Background: an optimization exercise with open tools, aiming at small area. Do not read the settings as production practice. The RTL was checked by simulation tests, not by an equivalence proof against the original design. Power and IR drop assume default switching activity.

[design/flow/design.v]
`timescale 1ns / 1ps
module PC(
    input clk,
    input rst,
    input jmp,
    output reg [15:0] count
);
    wire [16:0] c;
    assign c[0] = 1'b1;
    genvar i;
    generate
        for (i = 0; i < 16; i = i + 1) begin : g_inc
            assign c[i+1] = c[i] & count[i];
        end
    endgenerate
    wire [15:0] next = count ^ c[15:0];
    always @(posedge clk or posedge rst) begin
        if (rst)
            count <= 16'b0;
        else if (jmp)
            count <= 16'b0;
        else
            count <= next;
    end
endmodule
module ControlUnit (
    input  [3:0] opcode,
    output reg_write,    
    output addsub,       
    output inv,          
    output sel_mul,
    output sel_div,
    output sel_arr,      
    output sel_and,
    output sel_or,
    output sel_xor,
    output sel_not,
    output sel_ld,
    output mem_en,
    output mem_we,
    output jmp
);
    wire [15:0] d = 16'b1 << opcode;
    assign addsub    = d[0] | d[1] | d[11];
    assign inv       = d[1] | d[3];
    assign sel_mul   = d[2];
    assign sel_div   = d[3];
    assign sel_arr   = d[0] | d[1] | d[2] | d[11];
    assign sel_and   = d[4];
    assign sel_or    = d[5];
    assign sel_xor   = d[6];
    assign sel_not   = d[7];
    assign sel_ld    = d[8];
    assign mem_en    = d[8] | d[9];
    assign mem_we    = d[9];
    assign jmp       = d[12];
    assign reg_write = ~(d[9] | d[12] | d[13] | d[14] | d[15]);
endmodule
`timescale 1ns / 1ps
module RegisterFile(
    input clk,
    input rst,
    input [3:0] read_addr1,
    input [3:0] read_addr2,
    input [3:0] write_addr,
    input [15:0] write_data,
    input write_enable,
    output [15:0] read_data1,
    output [15:0] read_data2
);
    reg [15:0] registers [0:15];
    reg [15:0] valid;
    wire [15:0] wsel = write_enable ? (16'b1 << write_addr) : 16'b0;
    wire [15:0] r1sel = (16'b1 << read_addr1) & valid;
    wire [15:0] r2sel = (16'b1 << read_addr2) & valid;
    always @(posedge clk or posedge rst) begin
        if (rst)
            valid <= 16'b0;
        else
            valid <= valid | wsel;
    end
    integer k;
    always @(posedge clk) begin
        for (k = 0; k < 16; k = k + 1)
            if (wsel[k]) registers[k] <= write_data;
    end
    reg [15:0] d1, d2;
    always @(*) begin
        d1 = 16'b0;
        d2 = 16'b0;
        for (k = 0; k < 16; k = k + 1) begin
            d1 = d1 | (registers[k] & {16{r1sel[k]}});
            d2 = d2 | (registers[k] & {16{r2sel[k]}});
        end
    end
    assign read_data1 = d1;
    assign read_data2 = d2;
endmodule
`timescale 1ns / 1ps
module addrow #(parameter W = 16) (
    input  [W-1:0] x,
    input  [W-1:0] y,
    input  cin,
    output [W-1:0] s,
    output cout,
    output [W-1:0] pp,    
    output [W-1:0] gg     
);
    localparam integer L = (W > 8) ? 4 : (W > 4) ? 3 : (W > 2) ? 2 : (W > 1) ? 1 : 0;
    wire [W-1:0] p = x ^ y;
    wire [W-1:0] g0 = x & y;
    wire [W-1:0] G [0:L];
    wire [W-1:0] P [0:L];
    wire [W-1:0] cinv = cin;
    assign G[0] = g0 | (p & cinv);
    assign P[0] = p;
    genvar l, j;
    generate
        for (l = 0; l < L; l = l + 1) begin : g_lvl
            for (j = 0; j < W; j = j + 1) begin : g_bit
                if (j & (1 << l)) begin : g_comb
                    localparam integer K = ((j >> (l + 1)) << (l + 1)) + (1 << l) - 1;
                    assign G[l+1][j] = G[l][j] | (P[l][j] & G[l][K]);
                    assign P[l+1][j] = P[l][j] & P[l][K];
                end else begin : g_pass
                    assign G[l+1][j] = G[l][j];
                    assign P[l+1][j] = P[l][j];
                end
            end
        end
    endgenerate
    assign pp = p;
    assign gg = g0;
    wire [W:0] c = {G[L], cin};
    assign s = p ^ c[W-1:0];
    assign cout = c[W];
endmodule
module muldiv(
    input  [15:0] A,
    input  [15:0] B,
    input  mul,
    input  div,
    input  inv,
    output [15:0] v0,    
    output [15:0] q,     
    output [15:0] px,    
    output [15:0] gx,    
    output bnz           
);
    wire [15:0] by = B ^ {16{inv}};
    wire [16:0] hz;
    assign hz[16] = 1'b1;
    genvar i, j;
    generate
        for (i = 15; i >= 0; i = i - 1) begin : g_hz
            assign hz[i] = hz[i+1] & ~B[i];
        end
    endgenerate
    wire [15:0] v [0:16];
    assign v[16] = 16'b0;
    wire [15:0] qq;
    generate
        for (i = 15; i >= 0; i = i - 1) begin : g_row
            localparam integer W = 16 - i;
            wire xin = A[i] & ~mul;
            wire [W-1:0] x;
            if (W == 1) begin : g_x1
                assign x = xin;
            end else begin : g_xn
                assign x = {v[i+1][W-2:0], xin};
            end
            wire [W-1:0] s, rp, rg;
            wire co;
            addrow #(.W(W)) u_add(.x(x), .y(by[W-1:0]), .cin(inv), .s(s), .cout(co),
                                  .pp(rp), .gg(rg));
            assign qq[i] = hz[W] & co;
            wire take;
            if (i > 0) begin : g_tk
                assign take = (div & qq[i]) | (mul & A[i]);
            end else begin : g_tk0
                assign take = ~mul | A[i];
                assign px = rp;
                assign gx = rg;
            end
            wire [W-1:0] r = take ? s : x;
            if (W < 16) begin : g_r
                assign v[i][15:W] = 0;
            end
            assign v[i][W-1:0] = r;
        end
    endgenerate
    assign v0 = v[0];
    assign q = qq;
    assign bnz = ~hz[0];
endmodule
module alu(
    input  [15:0] A,
    input  [15:0] B,
    input  [15:0] mem_rd_data,
    input  addsub, inv, sel_mul, sel_div, sel_arr, sel_and, sel_or, sel_xor, sel_not, sel_ld,
    output [15:0] result
);
    wire [15:0] v0, quot, px, gx;
    wire bnz;
    muldiv u_md(.A(A), .B(B), .mul(sel_mul), .div(sel_div), .inv(inv),
                .v0(v0), .q(quot), .px(px), .gx(gx), .bnz(bnz));
    assign result = ({16{sel_arr}} & v0)
                  | ({16{sel_div & bnz}} & quot)
                  | ({16{sel_and}} & gx)
                  | ({16{sel_or}}  & (px | gx))
                  | ({16{sel_xor}} & px)
                  | ({16{sel_not}} & ~A)
                  | ({16{sel_ld}}  & mem_rd_data);
endmodule
`timescale 1ns / 1ps
module Datapath(
    input clk,
    input rst,
    input [15:0] gpio_in,
    output [15:0] gpio_out,
    output [15:0] imem_addr,
    input  [15:0] imem_rdata,
    output        dmem_en,
    output        dmem_we,
    output [15:0] dmem_addr,
    output [15:0] dmem_wdata,
    input  [15:0] dmem_rdata
);
    wire [3:0] opcode = imem_rdata[15:12];
    wire [3:0] rs1 = imem_rdata[11:8];
    wire [3:0] rs2 = imem_rdata[7:4];
    wire [3:0] rd  = imem_rdata[3:0];
    wire [15:0] A, B, result;
    wire reg_write, addsub, inv, sel_mul, sel_div, sel_arr;
    wire sel_and, sel_or, sel_xor, sel_not, sel_ld, jmp;
    ControlUnit cu(
        .opcode(opcode), .reg_write(reg_write), .addsub(addsub), .inv(inv),
        .sel_mul(sel_mul), .sel_div(sel_div), .sel_arr(sel_arr),
        .sel_and(sel_and), .sel_or(sel_or), .sel_xor(sel_xor), .sel_not(sel_not),
        .sel_ld(sel_ld), .mem_en(dmem_en), .mem_we(dmem_we), .jmp(jmp)
    );
    PC pc_inst(.clk(clk), .rst(rst), .jmp(jmp), .count(imem_addr));
    RegisterFile rf(
        .clk(clk), .rst(rst),
        .read_addr1(rs1), .read_addr2(rs2), .write_addr(rd),
        .write_data(result), .write_enable(reg_write),
        .read_data1(A), .read_data2(B)
    );
    alu alu_inst(
        .A(A), .B(B), .mem_rd_data(dmem_rdata),
        .addsub(addsub), .inv(inv), .sel_mul(sel_mul), .sel_div(sel_div), .sel_arr(sel_arr),
        .sel_and(sel_and), .sel_or(sel_or), .sel_xor(sel_xor), .sel_not(sel_not),
        .sel_ld(sel_ld), .result(result)
    );
    assign gpio_out   = A;
    assign dmem_addr  = B;
    assign dmem_wdata = A;
endmodule
[design/flow/flow/run.sh]
#!/bin/bash
# The standard layout with these changes:
#  - synthesis is the standard flow's own script (synth_recipe.tcl and ORFS's synth.tcl),
#    except that ABC maps the logic with flow/area.script (area-oriented
#    mapping) instead of ORFS's script, and ORFS's full-adder extraction is
#    off (ADDER_MAP_FILE empty), so ABC maps the adders too;
#  - ports are buffered with sky130_fd_sc_hd__buf_1;
#  - after global routing, non-critical cells are downsized (RECOVER_POWER).
# make/ORFS output goes to standard.log here (and to ORFS's logs/).
set -euo pipefail
W=$(pwd)
F=$W/flow
sed "s|log_cmd abc {\*}\$abc_args|log_cmd abc {*}[lreplace \$abc_args 1 1 $F/area.script]|" \
    "$FLOW_HOME/scripts/synth.tcl" > "$W/synth_custom.tcl"
grep -q "$F/area.script" "$W/synth_custom.tcl"
sed "s|\$::env(SCRIPTS_DIR)/synth.tcl|$W/synth_custom.tcl|" "$W/synth_recipe.tcl" > "$W/my_synth.tcl"
grep -q "synth_custom.tcl" "$W/my_synth.tcl"
bash "$W/standard.sh" SYNTH_SCRIPT="$W/my_synth.tcl" ADDER_MAP_FILE= RECOVER_POWER=100 \
    "BUFFER_PORTS_ARGS=-buffer_cell sky130_fd_sc_hd__buf_1" finish > "$W/standard.log" 2>&1
[design/flow/flow/area.script]
strash
dch
map -a
topo
stime -c
[design/flow/standard.sh]
#!/bin/bash
# synth_recipe.tcl (not shown) runs the flow's synth.tcl, then flattens the netlist and writes it again
# the make line also repeats each setting of config.mk as NAME=value (left out here)
make -C /OpenROAD-flow-scripts/flow DESIGN_CONFIG=/design/flow/config.mk WORK_HOME=/design/flow/orfs CLKGATE_MAP_FILE= SYNTH_SCRIPT=/design/flow/synth_recipe.tcl "${@:-finish}"
[design/flow/config.mk]
export PLATFORM = sky130hd
export DESIGN_NAME = Datapath
export DESIGN_NICKNAME = Datapath
export VERILOG_FILES = /design/flow/design.v
export SDC_FILE = /design/flow/constraint.sdc
export NUM_CORES = 4
export LEC_CHECK = 0
export ABC_AREA = 1
export CAP_MARGIN = 20
export CORE_MARGIN = 2
export CORE_UTILIZATION = 55
export CTS_BUF_LIST = sky130_fd_sc_hd__clkbuf_8
export CTS_CLUSTER_DIAMETER = 200
export CTS_CLUSTER_SIZE = 12
export SLEW_MARGIN = 20
[design/flow/constraint.sdc]
create_clock -name core_clock -period 45.0 [get_ports {clk}]
set_input_delay 9.0000 -clock core_clock [delete_from_list [all_inputs] [get_ports {clk}]]
set_output_delay 9.0000 -clock core_clock [all_outputs]
set_load 0.01 [all_outputs]
==> impl_metrics.ini, run 1 <==
[clocking]
clkSinkCount = 288
ctsHoldBuffers = 0
clk_latency_ns = 0.63
clk_path_buf_depth = 3
clk_pin_slew_ns = 0.08
cts_root_buffer = clkbuf_8
cts_tree = built
cts_buffers = 28
htreeDepth = 1

[timing]
finalSetupViolations = 0
setup_ws_ns = 2.587
relSlewSlack = -0.3826
finalCritPeriodShare = 0.9425
worst_slew_pin_slew_ns = 2.066
finalCriticalPeriod_ns = 42.41
hold_violations = 0
maxSlewViolCount = 108
worst_hold_slack_ns = 0.4777
skew_ns = 0.05299
timing.fmax_mhz = 23.58

[detailed_routing]
viasPerCell = 6.283
drtPass1Iterations = 8
drc = 0
postRouteAntennaNets = 0
drtIter0Drc = 1984
vias = 19770
route.final.wire_length_mm = 73.77
avgRoutedWirePerCell_um = 23.44

[placement]
hpwl_mm = 51.39
place_area_um2 = 21140
dp_slack_ns = -1.198
place.gp.congestion = 0.9421
port-buffer-count = 99

[final_layout]
design_area_um2 = 21800
fin_nets = 2731
drive_above_1_share = 0.09361
diodes = 0
syn_to_final_growth_pct = 12.92

[critical_path]
startpoint = imem_rdata[7]
crit_fanout = 17
rr_startpoint = rf.valid[10]
worstSetupEndpointType = register
slowest_delay_ns = 1.60
crit_slowest_cell = nor3_1
path_class = in2reg
critPathRequiredTime_ns = 45.33
critPathLaunchType = primary input
rrSetupSlack_ns = 11.28
path_common_cell = nand2_1
worstPathArrival_ns = 42.74

[status]
violations = max-capacitance violations, max-slew violations
status = complete, but fails checks

[floorplanning]
num_rows = 68
ioPinCount = 116
core_um2 = 34540
floorplan.die_area_um2 = 36620
start_util = 0.5589
fp.dieW_um = 191.4
die_h_um = 191.4

[global_routing]
grt_max_degree = 33
grt_usage = 0.3973
overflow = 0
grt_pass1_wl_mm = 107.5
antenna_found_initial = 0
grt_pass1_vias = 18310

[logic_synthesis]
synthCells = 2451
ys_types = 43
syn_area_per_cell_um2 = 7.877
syn_area_um2 = 19310
ys_seq_area_frac = 0.4396
yosysWarnings = 20
synth_edf_count = 256
synthFlopType = edfxtp_1
syn-num-nets = 2501
synthArstFlopShare = 0.1111
yosys_register_bits = 288

[worst_hold_path]
hold_start = pc_inst.count[0]
min_path_type = reg2reg

[pwr]
ir_drop_mv = 0.03215
power_density_nw_per_um2 = 39.07
finalPower_uw = 851.7
power.leakage_uw = 0.008069

[job]
maxCapViolations = 9
[flip-flops by register name, summed over array words and instances, names as in the netlist]
signal         count
rf.valid          16
rf.registers     256
pc_inst.count     16
[synth_stat cells (7+ instances only)]
cell type,n,share of area
o221ai_1,8,0.0036
nand4_1,36,0.012
o22ai_1,11,0.0036
xnor2_1,31,0.014
a22oi_1,135,0.052
nand2_1,524,0.10
a21oi_1,124,0.032
buf_4,16,0.0062
xor2_1,86,0.039
nor4_1,13,0.0042
nor3_1,54,0.014
or2_2,21,0.0068
a31oi_1,7,0.0023
clkinv_1,315,0.061
o21ai_0,175,0.045
nor2_1,399,0.078
dfrtp_1,32,0.041
a221oi_1,58,0.026
nand3_1,56,0.015
o2111ai_1,15,0.0068
o211ai_1,7,0.0027
a2111oi_0,7,0.0032
a22o_2,15,0.0078
edfxtp_1,256,0.40
[placed cells by master (no fill, tap or decap), types with 36 or more instances in the layout]
| master | Yosys | routed |
|---|---|---|
| nor2_1 | 399 | 391 |
| edfxtp_1 | 256 | 256 |
| nand4_1 | 36 | 36 |
| a221oi_1 | 58 | 58 |
| o21ai_0 | 175 | 137 |
| a22oi_1 | 135 | 135 |
| nand2_1 | 524 | 521 |
| nand3_1 | 56 | 55 |
| buf_4 | 16 | 90 |
| o21ai_1 | 0 | 37 |
| a21oi_1 | 124 | 117 |
| clkinv_1 | 315 | 310 |
| buf_1 | 0 | 96 |
| xor2_1 | 86 | 86 |
[worst paths after layout]
kind	to	cells after the start
setup / recovery	rf.registers[7][14]	190
hold / removal	pc_inst.count[0]	1
setup reg to reg	rf.registers[7][14]	189
hold reg to reg	pc_inst.count[0]	1
max in group asynchronous	pc_inst.count[0]	2
min in group asynchronous	pc_inst.count[15]	2
[what timing repair did]
item,4_1_cts,5_1_grt
setup endpoints to repair,32,256
resized for setup,3,82
pin swaps,2,2
gates cloned,0,1
setup buffers,2,7
[critical path: cells and delay by family]
| family | cells | cell delay, ns |
|---|---|---|
| XOR/XNOR | 1 | 0.30 |
| buffers and inverters | 39 | 6.61 |
| AND/OR/NAND/NOR | 96 | 14.75 |
| adder cells (fa/ha/maj) | 1 | 0.41 |
| AO/OA/AOI/OAI | 53 | 11.52 |
[where the power goes]
part / internal (uW) / total [uW] / leakage (uW) / switching, uW
Clock: 60.6 / 150 / 0.000275 / 89.0
Sequential: 317 / 323 / 0.00270 / 5.21
Combinational: 120 / 380 / 0.00509 / 260
Total: 498 / 852 / 0.00807 / 354
[area by class of cell]
cell class | count | area (um2)
clock buffers | 30 | 412.9
clock inverters | 11 | 48.80
fillers | 3029 | 12740
inverters | 315 | 1195
multi-input cells | 1833 | 9925
flip-flops and latches | 288 | 8488
well taps | 455 | 569.3
repair buffers | 215 | 1164
[logic make-up after synthesis]
logic type      Yosys count  share of synthesized area
simple gates           1105                     0.2314
compound gates          606                     0.2063
buf+inv                 331                    0.06746
flops                   288                     0.4396
xor+xnor                117                    0.05307
fa+ha+maj                 4                   0.002074
[metrics by stage]
stage | TNS (ns) | util | instances
floorplan | 0 | - | 2451
global placement | -4.571 | 0.6111 | 3094
detailed placement | -46.59 | 0.6120 | 3094
CTS | 0 | 0.6258 | 3137
global route | -7.710 | 0.6312 | 3147
finish | 0 | 0.6312 | 3147
[routing by layer]
metal	track usage	vias to the layer above	routed length, um
met4	0.2781	0	6148
li1	-	9088	-
met3	0.08206	347	8249
met5	0	-	0
met2	0.6384	1208	33140
met1	0.4777	9131	26240
==> run 2: changes to the inputs <==
--- a/design/flow/design.v
+++ b/design/flow/design.v
@@ -102,17 +102,20 @@
     input  [W-1:0] y,
     input  cin,
-    output [W-1:0] s,
+    input  take,
+    output [W-1:0] r,
     output cout,
-    output [W-1:0] pp,    
+    output [W-1:0] tt,    
     output [W-1:0] gg     
 );
     localparam integer L = (W > 8) ? 4 : (W > 4) ? 3 : (W > 2) ? 2 : (W > 1) ? 1 : 0;
-    wire [W-1:0] p = x ^ y;
+    wire [W-1:0] t = x | y;
     wire [W-1:0] g0 = x & y;
+    assign tt = t;
+    assign gg = g0;
     wire [W-1:0] G [0:L];
     wire [W-1:0] P [0:L];
     wire [W-1:0] cinv = cin;
-    assign G[0] = g0 | (p & cinv);
-    assign P[0] = p;
+    assign G[0] = g0 | (t & cinv);
+    assign P[0] = t;
     genvar l, j;
     generate
@@ -130,8 +133,6 @@
         end
     endgenerate
-    assign pp = p;
-    assign gg = g0;
     wire [W:0] c = {G[L], cin};
-    assign s = p ^ c[W-1:0];
+    assign r = x ^ ({W{take}} & (y ^ c[W-1:0]));
     assign cout = c[W];
 endmodule
@@ -170,18 +171,17 @@
                 assign x = {v[i+1][W-2:0], xin};
             end
-            wire [W-1:0] s, rp, rg;
+            wire [W-1:0] r, rt, rg;
             wire co;
-            addrow #(.W(W)) u_add(.x(x), .y(by[W-1:0]), .cin(inv), .s(s), .cout(co),
-                                  .pp(rp), .gg(rg));
+            wire take;
+            addrow #(.W(W)) u_add(.x(x), .y(by[W-1:0]), .cin(inv), .take(take), .r(r),
+                                  .cout(co), .tt(rt), .gg(rg));
             assign qq[i] = hz[W] & co;
-            wire take;
             if (i > 0) begin : g_tk
                 assign take = (div & qq[i]) | (mul & A[i]);
             end else begin : g_tk0
                 assign take = ~mul | A[i];
-                assign px = rp;
+                assign px = rt & ~rg;
                 assign gx = rg;
             end
-            wire [W-1:0] r = take ? s : x;
             if (W < 16) begin : g_r
                 assign v[i][15:W] = 0;
--- a/design/flow/flow/run.sh
+++ b/design/flow/flow/run.sh
@@ -5,6 +5,5 @@
 #    mapping) instead of ORFS's script, and ORFS's full-adder extraction is
 #    off (ADDER_MAP_FILE empty), so ABC maps the adders too;
-#  - ports are buffered with sky130_fd_sc_hd__buf_1;
-#  - after global routing, non-critical cells are downsized (RECOVER_POWER).
+#  - ports are buffered with sky130_fd_sc_hd__buf_1.
 # make/ORFS output goes to standard.log here (and to ORFS's logs/).
 set -euo pipefail
@@ -16,4 +15,4 @@
 sed "s|\$::env(SCRIPTS_DIR)/synth.tcl|$W/synth_custom.tcl|" "$W/synth_recipe.tcl" > "$W/my_synth.tcl"
 grep -q "synth_custom.tcl" "$W/my_synth.tcl"
-bash "$W/standard.sh" SYNTH_SCRIPT="$W/my_synth.tcl" ADDER_MAP_FILE= RECOVER_POWER=100 \
+bash "$W/standard.sh" SYNTH_SCRIPT="$W/my_synth.tcl" ADDER_MAP_FILE= \
     "BUFFER_PORTS_ARGS=-buffer_cell sky130_fd_sc_hd__buf_1" finish > "$W/standard.log" 2>&1
==> run 2 against run 1 <==
Effect of this change:
- now clean on timing, DRC and antenna
- cell count fell by 5.9%
- sequential power rose by 3%
- clock-buffer cell count fell by 1
- routed wire length fell by 3.6%
- critical path type unchanged
- highest routed layer unchanged
==> impl_metrics.ini, run 2 <==
[global_routing]
grt_pass1_vias = 17150
grt_usage = 0.3904
overflow = 0
antenna_found_initial = 0
grt_max_degree = 33
grt_pass1_wl_mm = 104.2

[logic_synthesis]
synthSimpleGateAreaFrac = 0.2152
synth_area_leaders = edfxtp_1 (41%), nand2_1 (8.3%), xor2_1 (7.6%)
ys_seq_area_frac = 0.4492
syn-num-nets = 2344
synthXorXnorAreaFrac = 0.08714
ys_top_cells_by_count = nand2_1 (420), nor2_1 (363), clkinv_1 (291)
synthCells = 2294
syn_area_um2 = 18900
yosysTopAreaCell = edfxtp_1
synth_top_area_frac = 0.4068
synthAdderAreaFrac = 0.001059
synth_edf_count = 256
synth_mux_area_frac = 0
yosys_register_bits = 288
synth_top_family_by_area = simple AND/OR/NAND/NOR gates
yosysWarnings = 20
ys_types = 37
synth_compound_area_frac = 0.1832
syn_area_per_cell_um2 = 8.237
synth_most_common_cell = nand2_1
synthFlopType = edfxtp_1
synthArstFlopShare = 0.1111

[critical_path]
critPathLaunchType = primary input
crit_slowest_cell = or4_4
path_class = in2reg
worstPathArrival_ns = 41.78
worstSetupEndpointType = register
slowest_delay_ns = 0.68
crit_fanout = 16
critPathRequiredTime_ns = 45.29
path_common_cell = nor2_1

[placement]
dpl.cell_count = 2916
hpwl_mm = 49.14
port-buffer-count = 99
place.gp.congestion = 0.9393
dp_slack_ns = 0.9470

[detailed_routing]
drtIter0Drc = 2001
vias = 18780
drc = 0
drtPass1Iterations = 7
viasPerCell = 6.341
postRouteAntennaNets = 0
avgRoutedWirePerCell_um = 24.02
route.final.wire_length_mm = 71.14

[pwr]
power_density_nw_per_um2 = 39.32
power.leakage_uw = 0.007534
internal_power_uw = 491.6
ir_drop_mv = 0.03435
p_sw_uw = 342.5
p_comb_frac = 0.426
p_clk_frac = 0.176
swShare = 0.4106
p_seq_frac = 0.398

[final_layout]
fin_nets = 2553
reg_top3 = rf.registers x256, pc_inst.count x16, rf.valid x16
largest_reg_flops = 256
syn_to_final_growth_pct = 12.26
fillers = 3031
final_cells = 2962
regMostFlops = rf.registers
drive_above_1_share = 0.08671
layout_common_cells = nand2_1 (419), nor2_1 (343), clkinv_1 (289), edfxtp_1 (256), xor2_1 (162)
mostFrequentLayoutCell = nand2_1
diodes = 0

[clocking]
htreeDepth = 1
cts_buffers = 28
clk_path_buf_depth = 3
clkSinkCount = 288
ctsHoldBuffers = 0
cts_root_buffer = clkbuf_8
cts_tree = built
clk_pin_slew_ns = 0.08
clk_latency_ns = 0.61

[timing]
maxSlewViolCount = 0
hold_violations = 0
finalCritPeriodShare = 0.9219
finalCriticalPeriod_ns = 41.49
timing.fmax_mhz = 24.10
finalSetupViolations = 0
worst_slew_pin_slew_ns = 1.046
skew_ns = 0.03399
relSlewSlack = 0.2850
setup_ws_ns = 3.513

[status]
status = finished clean

[job]
maxCapViolations = 0

[floorplanning]
floorplan.die_area_um2 = 35850
start_util = 0.5607
die_h_um = 189.4
num_rows = 67
fp.dieW_um = 189.4
core_um2 = 33700
ioPinCount = 116

[worst_hold_path]
min_path_type = reg2reg
-- run 2: cell types whose count changed after synthesis, sizes merged, moves of 17 or more --
cell,before,now
a21oi,124,107
xor2,86,165
nand2,524,420
nand3,56,73
clkinv,315,291
o21ai,175,106
nor2,399,363
o22ai,11,31
-- run 2: area by class of cell --
type | count | area (um2) | share of cell area
Clock buffer | 29 | 399.1 | 0.01882
Timing Repair Buffer | 195 | 1092 | 0.05149
Clock inverter | 12 | 53.80 | 0.002536
Tap cell | 448 | 560.5 | 0.02642
Multi-Input combinational cell | 1699 | 9523 | 0.4489
Inverter | 291 | 1096 | 0.05167
Sequential cell | 288 | 8488 | 0.4001
-- run 2: path summary, 6_finish.rpt --
check                                       to        startpoint  slack [ns]  cells after the start
setup / recovery           rf.registers[5][14]     imem_rdata[7]        3.51                    200
hold / removal                pc_inst.count[0]  pc_inst.count[0]        0.49                      1
setup reg to reg           rf.registers[5][14]       rf.valid[1]       12.02                    200
hold reg to reg               pc_inst.count[0]  pc_inst.count[0]        0.49                      1
max in group asynchronous    pc_inst.count[11]               rst       36.24                      3
min in group asynchronous    pc_inst.count[12]               rst        8.44                      3
-- run 2: routing by layer --
metal | track usage | wire (um) | vias up
met1 | 0.4797 | 25770 | 8845
met4 | 0.2314 | 4965 | 0
met5 | 0 | 0 | -
met3 | 0.07563 | 7722 | 279
met2 | 0.6413 | 32680 | 1150
li1 | - | - | 8507
-- run 2: repair_timing --
action | 4_1_cts | 5_1_grt
setup endpoints to repair | 0 | 256
gates resized for setup | 0 | 18
setup buffers | 0 | 4
-- run 2: worst max-delay path, delay by kind of cell --
family          cells  cell delay (ns)
fa+ha+maj           1             0.41
simple gates       90            13.03
compound gates     58            10.25
buf+inv            38             6.12
xor+xnor           13             2.83
-- run 2: power by group through the flow --
stage	clock, uW	combinational (uW)	sequential [uW]
floorplan	0	235	339
detailed placement	0	341	337
finish	147	356	332
CTS	148	343	331
global route	157	391	333
global placement	0	333	337
-- run 2: logic make-up after synthesis --
kind of cell               after synthesis
AOI/OAI and AO/OA                      521
xor gates and xnor gates               188
adders and majority gates                2
buffers and inverters                  307
DFF                                    288
and+or+nand+nor                        988
-- run 2: through the flow --
stage	cell area [um2]	hold slack, ns	power [uW]	setup TNS, ns	util
2_1_floorplan	18900	0.4813	574.1	0	-
3_3_place_gp	20610	0.4724	670.5	0	0.6117
3_5_place_dp	20630	0.4821	678.4	0	0.6123
4_1_cts	21090	0.4935	822.1	0	0.6257
5_1_grt	21210	0.5164	880.5	-1.249	0.6295
6_report	21210	0.4895	834.1	0	0.6295
==> run 3: changes to the inputs <==
==> design/flow/flow/area.script (replaced) <==
strash
dch
map -a
strash
dch
map -a
strash
dch
map -a
topo
stime -c
==> run 3 against run 2 <==
Effect of this change:
- via count decreased by 0.47%
- still clean
- routed wire length increased by 5.8%
- sequential share of layout area increased by 0.36 points
- clock power decreased by 4%
- cell count decreased by 2.0%
- largest power group unchanged
- setup slack got worse by 0.14 ns
- synthesized area decreased by 2.2%
==> impl_metrics.ini, run 3 <==
[critical_path]
crit_slowest_cell = nor4_1
crit_fanout = 16
rr_worst_depth = 221
path_class = in2reg
worstPathArrival_ns = 41.92
worstSetupEndpointType = register
path_common_cell = nand2_1
slowest_delay_ns = 1.11
critPathRequiredTime_ns = 45.30
critPathLaunchType = primary input

[clocking]
cts_resized = 0
htreeDepth = 1
clk_pin_slew_ns = 0.07
post-cts-setup-buffers = 0
cts_buffers = 27
clk_latency_ns = 0.61
ctsHoldBuffers = 0
clk_path_buf_depth = 3
cts_tree = built
cts_root_buffer = clkbuf_8
clkSinkCount = 288

[global_routing]
grt_use_met3 = 0.08893
grt_pass1_wl_mm = 108.5
grt_max_degree = 33
use_met2 = 0.6667
busiest_layer = met2
grt_use_met1 = 0.5049
grt_pass1_vias = 17390
antenna_found_initial = 0
overflow = 0
grt_usage = 0.4201

[logic_synthesis]
syn_area_per_cell_um2 = 8.396
ys_seq_area_frac = 0.4593
synthFlopType = edfxtp_1
yosysTopAreaCell = edfxtp_1
synthCells = 2201
syn-num-nets = 2251
yosysWarnings = 20
synthArstFlopShare = 0.1111
synth_edf_count = 256
yosys_register_bits = 288
synth_most_common_cell = nand2_1
synth_area_leaders = edfxtp_1 (42%), nand2_1 (7.0%), nor2_1 (6.3%)
ys_types = 40
syn_area_um2 = 18480
ys_top_cells_by_count = nand2_1 (344), nor2_1 (312), clkinv_1 (309)
synth_top_area_frac = 0.4160

[placement]
place_area_um2 = 20530
place.gp.congestion = 0.9826
dpl.cell_count = 2864
port-buffer-count = 99
hpwl_mm = 51.64

[final_layout]
mostFrequentLayoutCell = nand2_1
multi_input_area_um2 = 9031
syn_to_final_growth_pct = 13.77
largest_reg_flops = 256
diodes = 0
layout_common_cells = nand2_1 (342), clkinv_1 (308), nor2_1 (292), edfxtp_1 (256), o21ai_0 (154)
regMostFlops = rf.registers
design_area_um2 = 21020
finish.utilization = 0.6317
drive_above_1_share = 0.1026
reg_top3 = rf.registers x256, pc_inst.count x16, rf.valid x16
final_cells = 2903
fin_nets = 2496
register_area_um2 = 8488
fillers = 2929

[timing]
timing.fmax_mhz = 24.02
finalCritPeriodShare = 0.9250
skew_ns = 0.05417
relSlewSlack = 0.1095
finalCriticalPeriod_ns = 41.62
finalSetupViolations = 0
tns_ns = 0
worst_slew_pin_slew_ns = 1.324
maxSlewViolCount = 0
hold_violations = 0

[pwr]
ir_drop_mv = 0.03776
power_density_nw_per_um2 = 38.11
power.leakage_uw = 0.007339
finalPower_uw = 801.2

[worst_hold_path]
min_path_type = reg2reg
min_path_cells = 1

[floorplanning]
core_um2 = 33280
ioPinCount = 116
fp.dieW_um = 187.3
die_h_um = 187.3
start_util = 0.5552
num_rows = 67
floorplan.die_area_um2 = 35080

[job]
maxCapViolations = 0

[detailed_routing]
viasPerCell = 6.439
drtIter0Drc = 2463
vias = 18690
avgRoutedWirePerCell_um = 25.93
drtPass1Iterations = 9
route.final.wire_length_mm = 75.29
drc = 0
postRouteAntennaNets = 0

[status]
status = finished clean
## run 3: kinds of logic (layout without fill, tap and decap cells)
family,Yosys count,after routing,share of synthesized area
compound gates,609,609,0.2098
xor+xnor,175,175,0.08294
fa+ha+maj,3,3,0.001625
buf+inv,325,579,0.06927
flops,288,288,0.4593
simple gates,801,801,0.1771
## run 3: power by group
group	leakage [uW]	total [uW]	internal [uW]	switching (uW)
combinational	0.00439	331	103	228
clock	0.000253	141	54.4	86.3
sequential	0.00270	329	324	5.36
total	0.00734	801	481	320
## run 3: final cells by class
class,instances,area share
Clock buffer,27,0.01768
Clock inverter,11,0.001964
Inverter,309,0.05517
Multi-Input combinational cell,1588,0.4296
Sequential cell,288,0.4037
Tap cell,448,0.02666
Timing Repair Buffer,232,0.06523
## run 3: per-layer routing
metal | part of all wire | up-vias
met5 | 0.00046 | -
met4 | 0.094 | 2
met3 | 0.13 | 404
met2 | 0.44 | 1340
met1 | 0.34 | 8655
li1 | - | 8291
## run 3: worst paths after layout
check / startpoint / endpoint / slack, ns
setup reg to reg: rf.valid[12] / rf.registers[4][15] / 11.88
hold / removal: pc_inst.count[0] / pc_inst.count[0] / 0.48
min in group asynchronous: rst / pc_inst.count[8] / 8.43
setup / recovery: imem_rdata[7] / rf.registers[4][15] / 3.38
max in group asynchronous: rst / pc_inst.count[9] / 36.24
hold reg to reg: pc_inst.count[0] / pc_inst.count[0] / 0.48
## run 3: critical path: cells and delay by family
| kind | cells | cell delay (ns) |
|---|---|---|
| buffers and inverters | 39 | 5.60 |
| adders and majority gates | 3 | 1.00 |
| and+or+nand+nor | 93 | 11.77 |
| xor gates and xnor gates | 6 | 1.39 |
| AOI/OAI and AO/OA | 81 | 13.14 |
## run 3: stage by stage
| stage | setup WS, ns | hold WS, ns |
|---|---|---|
| final | 3.377 | 0.4791 |
| after global routing | -0.01317 | 0.5189 |
| after CTS | 1.908 | 0.4850 |
| after detailed placement | 1.473 | 0.4742 |
| after global placement | 1.940 | 0.4622 |
| after floorplan | 7.712 | 0.4813 |
==> run 4: changes to the inputs <==
==> design/flow/flow/area.script (replaced) <==
strash
dch
map -a
strash
dch
map -a
topo
stime -c
==> run 4 against run 3 <==
Effect of this change:
- clock-buffer cell count did not move
- combinational power shrank 3%
- cell count up 0.38%
- sequential power fell by 2%
- flip-flop and latch count unchanged
- synthesized cell count increased by 1.6%
- cell area decreased by 0.16%
- highest routed layer is now met4
- critical path depth down 13
- via count about the same
- largest power group is now sequential cells
==> impl_metrics.ini, run 4 <==
[critical_path]
path_class = in2reg
worstPathArrival_ns = 41.84
crit_fanout = 16
worstSetupEndpointType = register
critPathRequiredTime_ns = 45.27
path_common_cell = nand2_1
critPathLaunchType = primary input
slowest_delay_ns = 0.62
crit_slowest_cell = a211oi_1

[final_layout]
layout_common_cells = nand2_1 (380), clkinv_1 (293), nor2_1 (293), edfxtp_1 (256), o21ai_0 (151)
fin_nets = 2506
design_area_um2 = 20990
regMostFlops = rf.registers
largest_reg_flops = 256
syn_to_final_growth_pct = 12.80
reg_top3 = rf.registers x256, pc_inst.count x16, rf.valid x16
mostFrequentLayoutCell = nand2_1
drive_above_1_share = 0.09249

[detailed_routing]
avgRoutedWirePerCell_um = 25.23
route.final.wire_length_mm = 73.51
viasPerCell = 6.420
postRouteAntennaNets = 0
drc = 0
drtIter0Drc = 2378
vias = 18710
drtPass1Iterations = 8

[worst_hold_path]
min_path_type = reg2reg

[global_routing]
grt_max_degree = 33
antenna_found_initial = 2
grt_usage = 0.4063
grt_pass1_wl_mm = 106.3
grt_pass1_vias = 17050
overflow = 0

[pwr]
power.leakage_uw = 0.007323
power_density_nw_per_um2 = 37.34
ir_drop_mv = 0.03080
finalPower_uw = 783.7

[logic_synthesis]
synthCells = 2237
syn_area_um2 = 18610
ys_top_cells_by_count = nand2_1 (384), nor2_1 (315), clkinv_1 (296)
ys_types = 37
syn-num-nets = 2287
syn_area_per_cell_um2 = 8.318
yosysTopAreaCell = edfxtp_1
synth_mux_area_frac = 0
synth_compound_area_frac = 0.2030
yosysWarnings = 20
synthXorXnorAreaFrac = 0.08284
synthArstFlopShare = 0.1111
yosys_register_bits = 288
synth_top_family_by_area = compound AO/OA/AOI/OAI gates
synth_area_leaders = edfxtp_1 (41%), nand2_1 (7.7%), xor2_1 (6.5%)
synth_top_area_frac = 0.4131
synthFlopType = edfxtp_1
synth_most_common_cell = nand2_1
synthAdderAreaFrac = 0.001614
synth_edf_count = 256
ys_seq_area_frac = 0.4562
synthSimpleGateAreaFrac = 0.1902

[timing]
tns_ns = 0
finalSetupViolations = 0
relSlewSlack = 0.3057
finalCriticalPeriod_ns = 41.58
maxSlewViolCount = 0
setup_ws_ns = 3.424
worst_slew_pin_slew_ns = 1.039
timing.fmax_mhz = 24.05
skew_ns = 0.03124
finalCritPeriodShare = 0.9239
rsz0062_at_grt = false
hold_violations = 0

[clocking]
cts_root_buffer = clkbuf_8
cts_tree = built
cts_buffers = 27
clk_pin_slew_ns = 0.08
htreeDepth = 1
clkSinkCount = 288
clk_latency_ns = 0.61
ctsHoldBuffers = 0
clk_path_buf_depth = 3

[placement]
dp_slack_ns = 0.5388
place.gp.congestion = 0.9726
place_area_um2 = 20410
port-buffer-count = 99
hpwl_mm = 50.28

[floorplanning]
fp.dieW_um = 187.9
core_um2 = 33450
ioPinCount = 116
die_h_um = 187.9
num_rows = 67
start_util = 0.5563
floorplan.die_area_um2 = 35320

[status]
status = finished clean

[job]
maxCapViolations = 0
run 4: cell types whose count changed in the layout (fill, tap and decap cells not counted), sizes merged, moves of 10 or more:
cell    change
o22ai      -14
a21oi      -10
buf        -26
nand3      +19
nand2      +40
clkinv     -15
run 4: worst paths after layout:
check	start	to	slack, ns	cells past startpoint
setup / recovery	imem_rdata[6]	rf.registers[13][15]	3.42	209
hold / removal	pc_inst.count[0]	pc_inst.count[0]	0.48	1
setup reg to reg	rf.valid[0]	rf.registers[13][15]	11.86	207
hold reg to reg	pc_inst.count[0]	pc_inst.count[0]	0.48	1
max in group asynchronous	rst	pc_inst.count[10]	36.26	3
min in group asynchronous	rst	rf.valid[1]	8.44	3
run 4: kinds of logic (layout without fill, tap and decap cells):
group,after synthesis,count (layout)
buffers and inverters,312,540
and+or+nand+nor,867,867
AOI/OAI and AO/OA,591,591
adders and majority gates,3,3
xor gates and xnor gates,176,176
DFF,288,288
other,0,1
run 4: report_power, final:
part / internal [uW] / switching, uW / leakage [uW]
sequential: 318 / 5.30 / 0.00270
clock: 54.6 / 86.0 / 0.000248
combinational: 96.3 / 224 / 0.00437
total: 469 / 315 / 0.00732
run 4: area by class of cell:
| type | count | area (um2) |
|---|---|---|
| Fill cell | 2883 | 12460 |
| Multi-Input combinational cell | 1637 | 9224 |
| Sequential cell | 288 | 8488 |
| Timing Repair Buffer | 206 | 1176 |
| Inverter | 296 | 1122 |
| Tap cell | 448 | 560.5 |
| Clock buffer | 27 | 371.6 |
| Clock inverter | 11 | 45.04 |
| Antenna cell | 1 | 2.502 |
run 4: repair_timing:
action / 4_1_cts / 5_1_grt
resized for setup: 0 / 26
endpoints found under the hold margin: 0 / 0
endpoints found under the setup margin: 0 / 256
buffers inserted: 0 / 8
run 4: routing by layer:
metal,up-vias,wire length [um],global-route usage
met2,1287,33130,0.6467
li1,8350,-,-
met5,-,0,0
met4,0,5295,0.2571
met1,8735,25930,0.5025
met3,336,9147,0.09171
run 4: through the flow:
stage            util  hold WS, ns  cells
2_1_floorplan       -       0.4813   2237
3_3_place_gp   0.6101       0.4594   2866
3_5_place_dp   0.6101       0.4679   2866
4_1_cts        0.6225       0.4793   2904
5_1_grt        0.6275       0.5344   2913
6_report       0.6275       0.4774   2914
run 4: critical path, delay by kind of cell:
family | cells | cell delay (ns)
AOI/OAI and AO/OA | 78 | 13.63
xor gates and xnor gates | 9 | 1.91
adders and majority gates | 2 | 0.76
buffers and inverters | 35 | 4.37
and+or+nand+nor | 85 | 12.05
==> run 5: changes to the inputs <==
==> design/flow/flow/area.script (replaced) <==
strash
&get -n
&dch -f
&nf -R 1000
&put
topo
stime -c
==> run 5 against run 4 <==
Effect of this change:
- flip-flop and latch count stayed put
- die area shrank 2.1%
- clock power shrank 4%
- routed wire length decreased by 20%
- cell area fell by 0.75%
- worst hold slack improved by 0.026 ns
- sequential share of layout area increased by 0.31 points
- cell count decreased by 11%
- combinational power up 23%
- power up 10%
- largest cell class unchanged
- largest power group is now combinational logic
==> impl_metrics.ini, run 5 <==
[detailed_routing]
drtPass1Iterations = 10
vias = 16370
postRouteAntennaNets = 0
drc = 0
avgRoutedWirePerCell_um = 22.77
viasPerCell = 6.319
route.final.wire_length_mm = 58.97
drtIter0Drc = 1793

[critical_path]
path_class = in2reg
rrSetupSlack_ns = 11.43
critPathRequiredTime_ns = 45.30
crit_fanout = 16
rr_startpoint = rf.valid[2]
rr_worst_depth = 168
worstPathArrival_ns = 42.37
crit_slowest_cell = or3_1
critPathLaunchType = primary input
timing.rr.end = rf.registers[0][15]
slowest_delay_ns = 0.46
worstSetupEndpointType = register

[timing]
skew_ns = 0.02403
finalCriticalPeriod_ns = 42.07
finalCritPeriodShare = 0.9348
finalSetupViolations = 0
rsz0062_at_grt = false
tns_ns = 0
hold_violations = 0
relSlewSlack = 0.3167
worst_slew_pin_slew_ns = 1.022
timing.fmax_mhz = 23.77
maxSlewViolCount = 0

[worst_hold_path]
min_path_cells = 1
min_to = rf.valid[9]
hold_start = rf.valid[9]
min_path_type = reg2reg

[status]
status = finished clean

[placement]
place.gp.congestion = 0.8993
port-buffer-count = 99
hpwl_mm = 42.61

[final_layout]
largest_reg_flops = 256
register_area_um2 = 8488
drive_above_1_share = 0.09916
syn_to_final_growth_pct = 14.42
fin_nets = 2189
mostFrequentLayoutCell = nand2_1
fillers = 2734
reg_top3 = rf.registers x256, pc_inst.count x16, rf.valid x16
multi_input_area_um2 = 9676
regMostFlops = rf.registers
diodes = 0
finish.utilization = 0.6403
layout_common_cells = nand2_1 (358), edfxtp_1 (256), xnor2_1 (195), nor2_1 (175), buf_4 (146)

[job]
maxCapViolations = 0

[pwr]
power.leakage_uw = 0.007117
power_density_nw_per_um2 = 41.53
ir_drop_mv = 0.02920

[global_routing]
overflow = 0
grt_use_met1 = 0.4291
grt_pass1_vias = 15640
antenna_found_initial = 0
grt_max_degree = 37
grt_pass1_wl_mm = 89.32
grt_usage = 0.3420
busiest_layer = met2
use_met2 = 0.5836
grt_use_met3 = 0.04539

[floorplanning]
ioPinCount = 116
core_um2 = 32540
floorplan.die_area_um2 = 34580
fp.dieW_um = 185.9
die_h_um = 185.9
num_rows = 66
start_util = 0.5596

[logic_synthesis]
ys_top_cells_by_count = nand2_1 (358), edfxtp_1 (256), xnor2_1 (199)
synth_top_area_frac = 0.4222
ys_seq_area_frac = 0.4662
syn-num-nets = 1925
synth_edf_count = 256
yosys_register_bits = 288
yosysWarnings = 20
ys_types = 55
syn_area_per_cell_um2 = 9.711
syn_area_um2 = 18210
synthFlopType = edfxtp_1
synthCells = 1875
synth_most_common_cell = nand2_1
synth_area_leaders = edfxtp_1 (42%), xnor2_1 (9.6%), nand2_1 (7.4%)
yosysTopAreaCell = edfxtp_1
synthArstFlopShare = 0.1111

[clocking]
cts_root_buffer = clkbuf_8
clk_path_buf_depth = 3
clk_latency_ns = 0.57
post-cts-setup-buffers = 0
cts_tree = built
cts_buffers = 27
htreeDepth = 1
clkSinkCount = 288
clk_pin_slew_ns = 0.09
## run 5: cells by family (layout without fill, tap and decap cells)
logic type                 Yosys count  after routing  synth area share
buffers and inverters               45            318           0.01258
DFF                                288            288            0.4662
and+or+nand+nor                    818            818            0.2062
adders and majority gates           18             18          0.009895
AOI/OAI and AO/OA                  447            447            0.1805
xor gates and xnor gates           259            259            0.1246
## run 5: critical path: cells and delay by family
family | cells | cell delay [ns]
adder cells (fa/ha/maj) | 8 | 2.97
AO/OA/AOI/OAI | 69 | 14.54
buffers and inverters | 15 | 2.40
AND/OR/NAND/NOR | 62 | 10.41
XOR/XNOR | 16 | 2.95
## run 5: cell type report
cell class | instances | area share
Inverter | 29 | 0.005225
Tap cell | 442 | 0.02655
Timing Repair Buffer | 251 | 0.07634
Multi-Input combinational cell | 1542 | 0.4644
Sequential cell | 288 | 0.4074
Clock buffer | 27 | 0.01784
Clock inverter | 11 | 0.002162
## run 5: what timing repair did
item                                    in CTS  in global routing
endpoints found under the setup margin       0                240
hold endpoints to repair                     0                  0
hold buffers                                 0                  0
resized for setup                            0                 13
## run 5: layer usage
layer	up-vias	wire [um]	share of wire
li1	7621	-	-
met1	7817	23240	0.39
met2	775	28470	0.48
met3	153	4518	0.077
met4	0	2733	0.046
met5	-	0	0
## run 5: per-stage QoR
step | hold slack [ns] | std cells | setup WS (ns) | total power [uW] | instance area [um2]
finish | 0.5034 | 2590 | 2.933 | 865.1 | 20830
global route | 0.5239 | 2590 | 0.07032 | 916.1 | 20830
detailed placement | 0.4796 | 2552 | 1.427 | 726.9 | 20360
floorplan | 0.4498 | 1875 | 6.418 | 595.2 | 18210
global placement | 0.4680 | 2552 | 1.740 | 717.9 | 20360
CTS | 0.4999 | 2590 | 1.793 | 861.8 | 20770
## run 5: worst max-delay path by stage
stage                             start             endpoint  slack (ns)  depth (start not counted)
final                     imem_rdata[7]  rf.registers[0][15]        2.93                        170
after CTS                 imem_rdata[7]  rf.registers[0][15]        1.79                        170
after detailed placement  imem_rdata[7]  rf.registers[0][15]        1.43                        170
after global placement    imem_rdata[7]  rf.registers[0][15]        1.74                        169
after global routing      imem_rdata[7]  rf.registers[5][15]        0.07                        172
after floorplan           imem_rdata[5]  rf.registers[0][15]        6.42                        161
## run 5: where the power goes
| part | leakage (uW) | internal [uW] | switching (uW) | total [uW] |
|---|---|---|---|---|
| clock network | 0.000248 | 54.7 | 80.6 | 135 |
| logic | 0.00416 | 154 | 240 | 394 |
| registers | 0.00271 | 328 | 7.67 | 336 |
==> run 6: changes to the inputs <==
==> design/flow/flow/area.script (replaced) <==
strash
&get -n
&dch -f
&nf -R 1000
&put
strash
&get -n
&dch -f
&nf -R 1000
&put
strash
&get -n
&dch -f
&nf -R 1000
&put
strash
&get -n
&dch -f
&nf -R 1000
&put
topo
stime -c
==> run 6 against run 5 <==
Effect of this change:
- synthesized area down 4.2%
- non-clock buffer count up 218
- combinational power down 2%
- clock-buffer cell count unchanged
- sequential power down 2%
- setup slack worse by 0.77 ns
- register-to-register slack worse by 0.90 ns
- routed wire length up 15%
- cell area up 4.9%
- critical path type unchanged
- largest cell class unchanged
==> impl_metrics.ini, run 6 <==
[final_layout]
fin_nets = 2251
largest_reg_flops = 256
drive_above_1_share = 0.2231
syn_to_final_growth_pct = 25.22
reg_top3 = rf.registers x256, pc_inst.count x16, rf.valid x16
design_area_um2 = 21850
regMostFlops = rf.registers
fillers = 2462
mostFrequentLayoutCell = buf_4
diodes = 0
layout_common_cells = buf_4 (365), edfxtp_1 (256), nor2_1 (228), nand2_1 (198), xnor2_1 (180)

[logic_synthesis]
synth_top_area_frac = 0.4406
synth_area_leaders = edfxtp_1 (44%), xnor2_1 (9.4%), a222oi_1 (6.4%)
syn_area_um2 = 17450
synthArstFlopShare = 0.1111
ys_top_cells_by_count = edfxtp_1 (256), nor2_1 (245), nand2_1 (198)
yosys_register_bits = 288
ys_seq_area_frac = 0.4865
synthCells = 1719
yosysTopAreaCell = edfxtp_1
synth_most_common_cell = edfxtp_1
syn-num-nets = 1769
syn_area_per_cell_um2 = 10.15
yosysWarnings = 20
ys_types = 49
synth_edf_count = 256
synthFlopType = edfxtp_1

[detailed_routing]
drc = 0
drtIter0Drc = 2975
drt-met1-wl_mm = 23.94
postRouteAntennaNets = 0
drtPass1Iterations = 13
avgRoutedWirePerCell_um = 25.93
vias = 17250
highest_layer = met5
viasPerCell = 6.605
wl_met3_mm = 7.869
met2_length_mm = 31.03
route.final.wire_length_mm = 67.73

[timing]
finalCriticalPeriod_ns = 42.84
finalSetupViolations = 0
finalCritPeriodShare = 0.9520
worst_hold_slack_ns = 0.5061
hold_violations = 0
setup_ws_ns = 2.162
maxSlewViolCount = 0
relSlewSlack = 0.2878
skew_ns = 0.02145
worst_slew_pin_slew_ns = 1.064
timing.fmax_mhz = 23.34

[critical_path]
startpoint = imem_rdata[4]
critPathRequiredTime_ns = 45.32
rr_worst_depth = 207
rr_startpoint = rf.valid[1]
critPathLaunchType = primary input
path_class = in2reg
worstPathArrival_ns = 43.16
worstSetupEndpointType = register
slowest_delay_ns = 0.50
path_common_cell = nor2_1
crit_slowest_cell = or4_1
crit_fanout = 8

[placement]
hpwl_mm = 47.16
place.gp.congestion = 0.9735
place_area_um2 = 21050
dp_slack_ns = -0.8442
port-buffer-count = 99

[worst_hold_path]
min_path_cells = 1
min_path_type = reg2reg
hold_start = rf.valid[12]

[clocking]
clk_path_buf_depth = 3
clkSinkCount = 288
ctsHoldBuffers = 0
cts_buffers = 27
htreeDepth = 1
clk_latency_ns = 0.59
cts_tree = built
clk_pin_slew_ns = 0.08
cts_root_buffer = clkbuf_8

[pwr]
power_density_nw_per_um2 = 39.03
finalPower_uw = 852.6
ir_drop_mv = 0.03235
power.leakage_uw = 0.007952

[floorplanning]
start_util = 0.5558
ioPinCount = 116
num_rows = 65
core_um2 = 31390
die_h_um = 182.1
fp.dieW_um = 182.1
floorplan.die_area_um2 = 33160

[global_routing]
grt_pass1_vias = 16530
grt_pass1_wl_mm = 99.33
grt_usage = 0.4024
antenna_found_initial = 2
grt_max_degree = 33
overflow = 0

[status]
status = finished clean

[job]
maxCapViolations = 0
==> run 6: changes by cell type in the layout (fill, tap and decap cells not counted), moves of 12 or more <==
| cell | before | now |
|---|---|---|
| o21ai_1 | 0 | 12 |
| nand2_1 | 358 | 198 |
| o21ai_0 | 97 | 57 |
| a222oi_1 | 72 | 112 |
| a221o_1 | 44 | 1 |
| nor2_1 | 175 | 228 |
| a22oi_1 | 12 | 57 |
| or3_1 | 15 | 3 |
| xnor2_1 | 195 | 180 |
| nor2_2 | 0 | 17 |
| and2_0 | 43 | 13 |
| buf_4 | 146 | 365 |
| nand4_1 | 31 | 7 |
==> run 6: cell families (layout without fill, tap and decap cells) <==
logic type,Yosys count,in the layout,share of synthesized area
and+or+nand+nor,665,665,0.1713
AOI/OAI and AO/OA,451,451,0.1898
DFF,288,288,0.4865
xor gates and xnor gates,249,249,0.1250
buffers and inverters,39,530,0.01183
adders and majority gates,27,27,0.01549
==> run 6: metal layers <==
metal,global-route usage,vias up
met3,0.07663,308
li1,-,7594
met4,0.2390,2
met2,0.6606,1243
met5,0,-
met1,0.4981,8104
==> run 6: report_power, final <==
part | internal, uW | total, uW | switching (uW)
Sequential | 320 | 328 | 7.62
Combinational | 168 | 386 | 218
Clock | 54.6 | 138 | 83.6
Total | 543 | 853 | 310
==> run 6: path summary, 6_finish.rpt <==
check	endpoint	slack, ns
worst max register to register	rf.registers[9][15]	10.53
min in group asynchronous	rf.valid[11]	8.42
worst max-delay path	rf.registers[9][15]	2.16
worst min-delay path	rf.valid[12]	0.51
max in group asynchronous	rf.valid[10]	36.23
worst min register to register	rf.valid[12]	0.51
==> run 6: layout make-up <==
cell class | count | area (um2) | share of cell area
clock buffers | 27 | 371.6 | 0.01701
repair buffers | 469 | 3173 | 0.1452
multi-input cells | 1392 | 9178 | 0.4201
inverters | 23 | 88.84 | 0.004066
flip-flops and latches | 288 | 8488 | 0.3885
well taps | 402 | 503.0 | 0.02302
clock inverters | 11 | 45.04 | 0.002062
==> run 6: worst max-delay path: cells and delay by family <==
| family | cells | cell delay [ns] |
|---|---|---|
| XOR/XNOR | 13 | 2.11 |
| buffers and inverters | 18 | 2.83 |
| AO/OA/AOI/OAI | 80 | 11.25 |
| adder cells (fa/ha/maj) | 20 | 7.14 |
| AND/OR/NAND/NOR | 78 | 10.66 |
==> run 6: per-stage QoR <==
| step | TNS, ns | cells | utilization |
|---|---|---|---|
| 2_1_floorplan | 0 | 1719 | - |
| 3_3_place_gp | -23.87 | 2562 | 0.6697 |
| 3_5_place_dp | -69.76 | 2564 | 0.6706 |
| 4_1_cts | 0 | 2602 | 0.6845 |
| 5_1_grt | -3.661 | 2612 | 0.6959 |
| 6_report | 0 | 2612 | 0.6959 |
==> run 6: repair_timing <==
item,4_1_cts,5_1_grt
resized for setup,7,94
setup endpoints to repair,80,256
buffers inserted,0,9
pin swaps,0,28
hold endpoints to repair,0,0
cloned,0,1
==> run 7: changes to the inputs <==
==> design/flow/flow/area.script (replaced) <==
strash
&get -n
&dch -f
&nf -R 1000
&put
strash
&get -n
&dch -f
&nf -R 1000
&put
topo
stime -c
==> run 7 against run 6 <==
Effect of this change:
- still clean
- synthesized area increased by 2.5%
- cell area decreased by 5.1%
- combinational power shrank 6.0%
- non-clock buffer count shrank 182
- fmax grew 0.15%
- power is 3.1% lower
- core utilization decreased by 5.4 points
- sequential share of layout area increased by 2.1 points
- cell count decreased by 2.0%
- synthesized cell count is 5.2% higher
- first-iteration DRC count is 14% lower
- routed wire length down 5.6%
- highest routed layer unchanged
==> impl_metrics.ini, run 7 <==
[pwr]
power.leakage_uw = 0.007179
ir_drop_mv = 0.03199
power_density_nw_per_um2 = 39.87
finalPower_uw = 826.5

[logic_synthesis]
synth_area_leaders = edfxtp_1 (43%), xnor2_1 (11%), nor2_1 (5.5%)
syn-num-nets = 1858
yosysWarnings = 20
yosys_register_bits = 288
ys_types = 53
yosysTopAreaCell = edfxtp_1
syn_area_um2 = 17880
synthCells = 1808
synth_most_common_cell = nor2_1
ys_seq_area_frac = 0.4748
synthArstFlopShare = 0.1111
synth_top_area_frac = 0.4300
syn_area_per_cell_um2 = 9.888
synthFlopType = edfxtp_1
ys_top_cells_by_count = nor2_1 (262), edfxtp_1 (256), nand2_1 (221)
synth_edf_count = 256

[final_layout]
mostFrequentLayoutCell = nor2_1
drive_above_1_share = 0.1186
fin_nets = 2158
syn_to_final_growth_pct = 15.97
largest_reg_flops = 256
layout_common_cells = nor2_1 (262), edfxtp_1 (256), nand2_1 (221), xnor2_1 (210), buf_4 (185)
diodes = 0
regMostFlops = rf.registers
reg_top3 = rf.registers x256, pc_inst.count x16, rf.valid x16
final_cells = 2559
fillers = 2731

[critical_path]
rr_worst_depth = 171
worstSetupEndpointType = register
path_common_cell = nor2_1
worstPathArrival_ns = 43.09
crit_slowest_cell = or4_1
cp.depth = 174
crit_family = compound AO/OA/AOI/OAI gates
crit_fanout = 16
slowest_delay_ns = 0.53
critPathLaunchType = primary input
worst-path-buf-inv = 17
critPathRequiredTime_ns = 45.31
path_class = in2reg

[worst_hold_path]
min_path_type = reg2reg
min_path_cells = 1

[detailed_routing]
vias = 16730
avgRoutedWirePerCell_um = 25.00
drtIter0Drc = 2552
drtPass1Iterations = 9
drc = 0
postRouteAntennaNets = 0
route.final.wire_length_mm = 63.97
viasPerCell = 6.537

[clocking]
clk_path_buf_depth = 3
cts_tree = built
cts_buffers = 27
ctsHoldBuffers = 0
clkSinkCount = 288
clk_latency_ns = 0.59
clk_pin_slew_ns = 0.09
htreeDepth = 1
cts_root_buffer = clkbuf_8

[placement]
port-buffer-count = 99
dpl.cell_count = 2517
place.gp.congestion = 0.9538
hpwl_mm = 45.54

[timing]
skew_ns = 0.04089
finalCritPeriodShare = 0.9505
finalCriticalPeriod_ns = 42.77
timing.fmax_mhz = 23.38
worst_slew_pin_slew_ns = 1.175
relSlewSlack = 0.2129
hold_violations = 0
finalSetupViolations = 0
maxSlewViolCount = 0

[floorplanning]
start_util = 0.5537
num_rows = 66
fp.dieW_um = 184.3
core_um2 = 32290
ioPinCount = 116
floorplan.die_area_um2 = 33960
die_h_um = 184.3

[job]
maxCapViolations = 0

[global_routing]
overflow = 0
antenna_found_initial = 1
grt_max_degree = 33
grt_pass1_wl_mm = 94.70
grt_pass1_vias = 16020
grt_usage = 0.3745

[status]
status = finished clean
## run 7: stage by stage
stage	hold WS, ns	utilization	setup slack, ns	setup TNS, ns	cell area (um2)
final	0.4693	0.6421	2.225	0	20730
after global placement	0.4480	0.6255	0.3577	0	20200
after detailed placement	0.4588	0.6255	0.1187	0	20200
after floorplan	0.4498	-	3.011	0	17880
after global routing	0.5013	0.6421	-0.04448	-1.118	20730
after CTS	0.4705	0.6384	0.5821	0	20610
## run 7: area by class of cell
cell class                      count  area [um2]  area share
Sequential cell                   288        8488      0.4094
Inverter                           25       95.09    0.004587
Multi-Input combinational cell   1479        9382      0.4525
Timing Repair Buffer              287        1798     0.08672
Tap cell                          442       553.0     0.02667
Clock inverter                     11       45.04    0.002173
Clock buffer                       27       371.6     0.01792
## run 7: routing by layer
metal  vias to the layer above  GRT usage  share of wire
met5                         -          0        0.00016
met4                         2     0.2205          0.062
met3                       219    0.06422          0.099
met2                      1024     0.6214           0.47
met1                      7966     0.4617           0.37
li1                       7518          -              -
## run 7: logic make-up (layout without fill, tap and decap cells)
logic type      Yosys count  after routing  synth area share
buf+inv                  41            350           0.01197
simple gates            733            733            0.1848
fa+ha+maj                22             22           0.01232
compound gates          463            463            0.1883
xor+xnor                261            261            0.1279
flops                   288            288            0.4748
## run 7: worst register-to-register path, delay by kind of cell (launching register included)
kind                     cells  cell delay, ns
buffers and inverters       15            2.45
flip-flops                   1            0.41
adder cells (fa/ha/maj)     13            5.03
AO/OA/AOI/OAI               71           14.59
XOR/XNOR                    13            2.40
AND/OR/NAND/NOR             59            9.20
## run 7: power breakdown
group / switching [uW] / total [uW] / leakage, uW / internal [uW]
Combinational: 222 / 363 / 0.00421 / 141
Clock: 82.0 / 137 / 0.000248 / 54.6
Sequential: 7.20 / 327 / 0.00272 / 320
Total: 311 / 827 / 0.00718 / 515
## run 7: repair_timing
| action | CTS | global route |
|---|---|---|
| hold endpoints to repair | 0 | 0 |
| setup buffers | 0 | 3 |
| gates resized for setup | 0 | 28 |
| setup endpoints to repair | 0 | 256 |
## run 7: final timing paths
check / startpoint / endpoint / slack (ns)
max in group asynchronous: rst / pc_inst.count[13] / 36.20
min in group asynchronous: rst / pc_inst.count[7] / 8.45
worst max register to register: rf.valid[6] / rf.registers[0][15] / 10.63
worst min register to register: pc_inst.count[15] / pc_inst.count[15] / 0.47
worst max-delay path: imem_rdata[7] / rf.registers[0][15] / 2.23
worst min-delay path: pc_inst.count[15] / pc_inst.count[15] / 0.47
==> run 8: changes to the inputs <==
==> design/flow/flow/area.script (replaced) <==
strash
&get -n
&dch -f
&nf -R 1000
&put
strash
&get -n
&dch -f
&nf -R 1000
&put
strash
&get -n
&dch -f
&nf -R 1000
&put
topo
stime -c
==> run 8 against run 7 <==
Effect of this change:
- core utilization hardly changed
- critical path depth is 12 higher
- routed wire length is 4.5% higher
- critical path type unchanged
==> impl_metrics.ini, run 8 <==
[critical_path]
critPathRequiredTime_ns = 45.32
worstPathArrival_ns = 43.24
worstSetupEndpointType = register
startpoint = imem_rdata[5]
rr_startpoint = rf.valid[7]
timing.rr.end = rf.registers[0][0]
rr_worst_depth = 184
slowest_delay_ns = 0.57
crit_family = compound AO/OA/AOI/OAI gates
crit_slowest_cell = or4_4
rrSetupSlack_ns = 10.49
path_class = in2reg
path_common_cell = nor2_1
crit_fanout = 16
critPathLaunchType = primary input
worst-path-buf-inv = 14

[detailed_routing]
avgRoutedWirePerCell_um = 27.46
postRouteAntennaNets = 0
drtPass1Iterations = 10
drc = 0
drtIter0Drc = 2510
route.final.wire_length_mm = 66.84
vias = 16640
viasPerCell = 6.836

[final_layout]
reg_top3 = rf.registers x256, pc_inst.count x16, rf.valid x16
diodes = 0
largest_reg_flops = 256
fillers = 2654
design_area_um2 = 20270
syn_to_final_growth_pct = 15.02
mostFrequentLayoutCell = edfxtp_1
drive_above_1_share = 0.1196
layout_common_cells = edfxtp_1 (256), nand2_1 (242), xnor2_1 (194), nor2_1 (193), buf_4 (158)
finish.utilization = 0.6423
regMostFlops = rf.registers
fin_nets = 2073

[timing]
hold_violations = 0
finalCriticalPeriod_ns = 42.93
relSlewSlack = 0.2166
skew_ns = 0.01248
worst_slew_pin_slew_ns = 1.169
finalSetupViolations = 0
maxSlewViolCount = 0
worst_hold_slack_ns = 0.5114
finalCritPeriodShare = 0.9540
setup_ws_ns = 2.070
timing.fmax_mhz = 23.29

[logic_synthesis]
synth_top_family_by_area = compound AO/OA/AOI/OAI gates
ys_types = 50
synth_most_common_cell = edfxtp_1
syn-num-nets = 1801
synth_area_leaders = edfxtp_1 (44%), xnor2_1 (10%), a222oi_1 (5.9%)
synthAdderAreaFrac = 0.01363
syn_area_um2 = 17620
synthArstFlopShare = 0.1111
yosys_register_bits = 288
synth_top_area_frac = 0.4362
synthFlopType = edfxtp_1
synth_edf_count = 256
ys_seq_area_frac = 0.4817
synth_mux_area_frac = 0
ys_top_cells_by_count = edfxtp_1 (256), nand2_1 (242), nor2_1 (208)
yosysTopAreaCell = edfxtp_1
synthSimpleGateAreaFrac = 0.1707
synthCells = 1751
yosysWarnings = 20
synthXorXnorAreaFrac = 0.1277
synth_compound_area_frac = 0.1956
syn_area_per_cell_um2 = 10.06

[clocking]
htreeDepth = 1
clk_path_buf_depth = 3
clk_latency_ns = 0.58
clkSinkCount = 288
cts_tree = built
cts_root_buffer = clkbuf_8
clk_pin_slew_ns = 0.08
cts_buffers = 27

[global_routing]
overflow = 0
grt_usage = 0.3916
grt_pass1_vias = 15750
grt_max_degree = 25
antenna_found_initial = 1
grt_pass1_wl_mm = 96.74

[pwr]
p_seq_frac = 0.414
finalPower_uw = 793.6
power_density_nw_per_um2 = 39.15
p_comb_frac = 0.414
internal_power_uw = 495.5
p_sw_uw = 298.1
swShare = 0.3756
power.leakage_uw = 0.006911
ir_drop_mv = 0.04002
p_clk_frac = 0.172

[worst_hold_path]
hold_start = rf.valid[7]
min_path_type = reg2reg
min_path_cells = 1
min_to = rf.valid[7]

[floorplanning]
fp.dieW_um = 183.0
num_rows = 65
start_util = 0.5584
core_um2 = 31560
die_h_um = 183.0
ioPinCount = 116
floorplan.die_area_um2 = 33490

[status]
status = finished clean

[placement]
dp_slack_ns = -0.4842
place.gp.congestion = 0.9933
hpwl_mm = 48.23
place_area_um2 = 19710
port-buffer-count = 99

[job]
maxCapViolations = 0
==> run 8: cell types whose count changed after synthesis, moves of 8 or more <==
cell and delta:
a21oi_1 +10, and3_1 +9, nand2_1 +21, nand2b_1 -9
nand3_1 -15, nor2_1 -54, nor3_1 -9, o221ai_1 -8
xnor2_1 -18, xor2_1 +14
==> run 8: power by group through the flow <==
stage	Sequential [uW]	Clock (uW)	Combinational, uW
4_1_cts	328	137	318
2_1_floorplan	334	0	215
6_report	328	137	329
5_1_grt	329	147	354
3_5_place_dp	334	0	316
3_3_place_gp	333	0	311
==> run 8: worst max-delay path by stage <==
stage / endpoint / slack (ns) / depth (start not counted)
2_1_floorplan: rf.registers[0][15] / 1.79 / 174
3_3_place_gp: rf.registers[3][14] / 0.05 / 183
3_5_place_dp: rf.registers[7][14] / -0.48 / 184
4_1_cts: rf.registers[4][0] / 0.37 / 186
5_1_grt: rf.registers[0][0] / -0.14 / 188
6_report: rf.registers[0][0] / 2.07 / 186
==> run 8: kinds of logic after synthesis <==
logic type | after synthesis
compound gates | 478
xor+xnor | 257
fa+ha+maj | 24
buf+inv | 34
flops | 288
simple gates | 670
==> run 8: through the flow <==
stage | TNS (ns) | std cells
detailed placement | -8.835 | 2393
global route | -4.092 | 2434
global placement | 0 | 2391
CTS | 0 | 2432
floorplan | 0 | 1751
finish | 0 | 2434
==> run 8: metal layers <==
| layer | global-route usage | share of wire | vias up |
|---|---|---|---|
| li1 | - | - | 7303 |
| met1 | 0.4665 | 0.35 | 7851 |
| met2 | 0.6503 | 0.46 | 1176 |
| met3 | 0.06434 | 0.11 | 310 |
| met4 | 0.2749 | 0.081 | 0 |
| met5 | 0 | 0 | - |
==> run 8: cell type report <==
cell class              count  area (um2)  share of cell area
clock buffers              27       371.6             0.01833
clock inverters            11       41.29            0.002037
inverters                  18       67.56            0.003333
multi-input cells        1429        9190              0.4534
flip-flops and latches    288        8488              0.4188
well taps                 402       503.0             0.02481
repair buffers            259        1608             0.07932
==> run 8: timing repair <==
item	4_1_cts	5_1_grt
pin swaps	1	3
resized for setup	0	46
setup endpoints to repair	16	256
gates cloned	0	0
setup buffers	1	2
hold buffers	0	0

[afterwards: timing with drivers on the ports]
How much do the figures lean on ideal ports? The routed layouts below were timed once more, with nothing changed but the port constraints.
Step 1: set_driving_cell puts a clkbuf_16 on clk and a buf_2 on each other input, an assumption about the parent block.
Step 2 also shifts input and output timing later by t, the mid clock arrival at the registers, as if the neighbouring blocks saw the same clock.
Three values: ideal ports, drivers, drivers and shift; two values: the first two.
run	t, ns	setup WS [ns]	hold slack, ns	worst setup path after step 2	worst data-port slew with drivers (ns)
run 1	0.653	2.587 / 2.613 / 1.960	0.478 / 0.478 / 0.478	input to register	0.03
run 2	0.640	3.513 / 3.542 / 2.902	0.489 / 0.489 / 0.489	input to register	0.04
run 3	0.635	3.377 / 3.405 / 2.770	0.479 / 0.479 / 0.479	input to register	0.04
run 4	0.645	3.424 / 3.448 / 2.804	0.477 / 0.477 / 0.477	input to register	0.04
run 5	0.600	2.933 / 2.948 / 2.348	0.503 / 0.503 / 0.503	input to register	0.06
run 6	0.623	2.162 / 2.186 / 1.563	0.506 / 0.506 / 0.506	input to register	0.07
run 7	0.609	2.225 / 2.239 / 1.630	0.469 / 0.469 / 0.469	input to register	0.07
run 8	0.615	2.070 / 2.078 / 1.463	0.511 / 0.511 / 0.511	input to register	0.04
For run 1, which loses most, drivers alone change the setup slack by +0.026 ns; drivers and shift together by -0.627 ns.
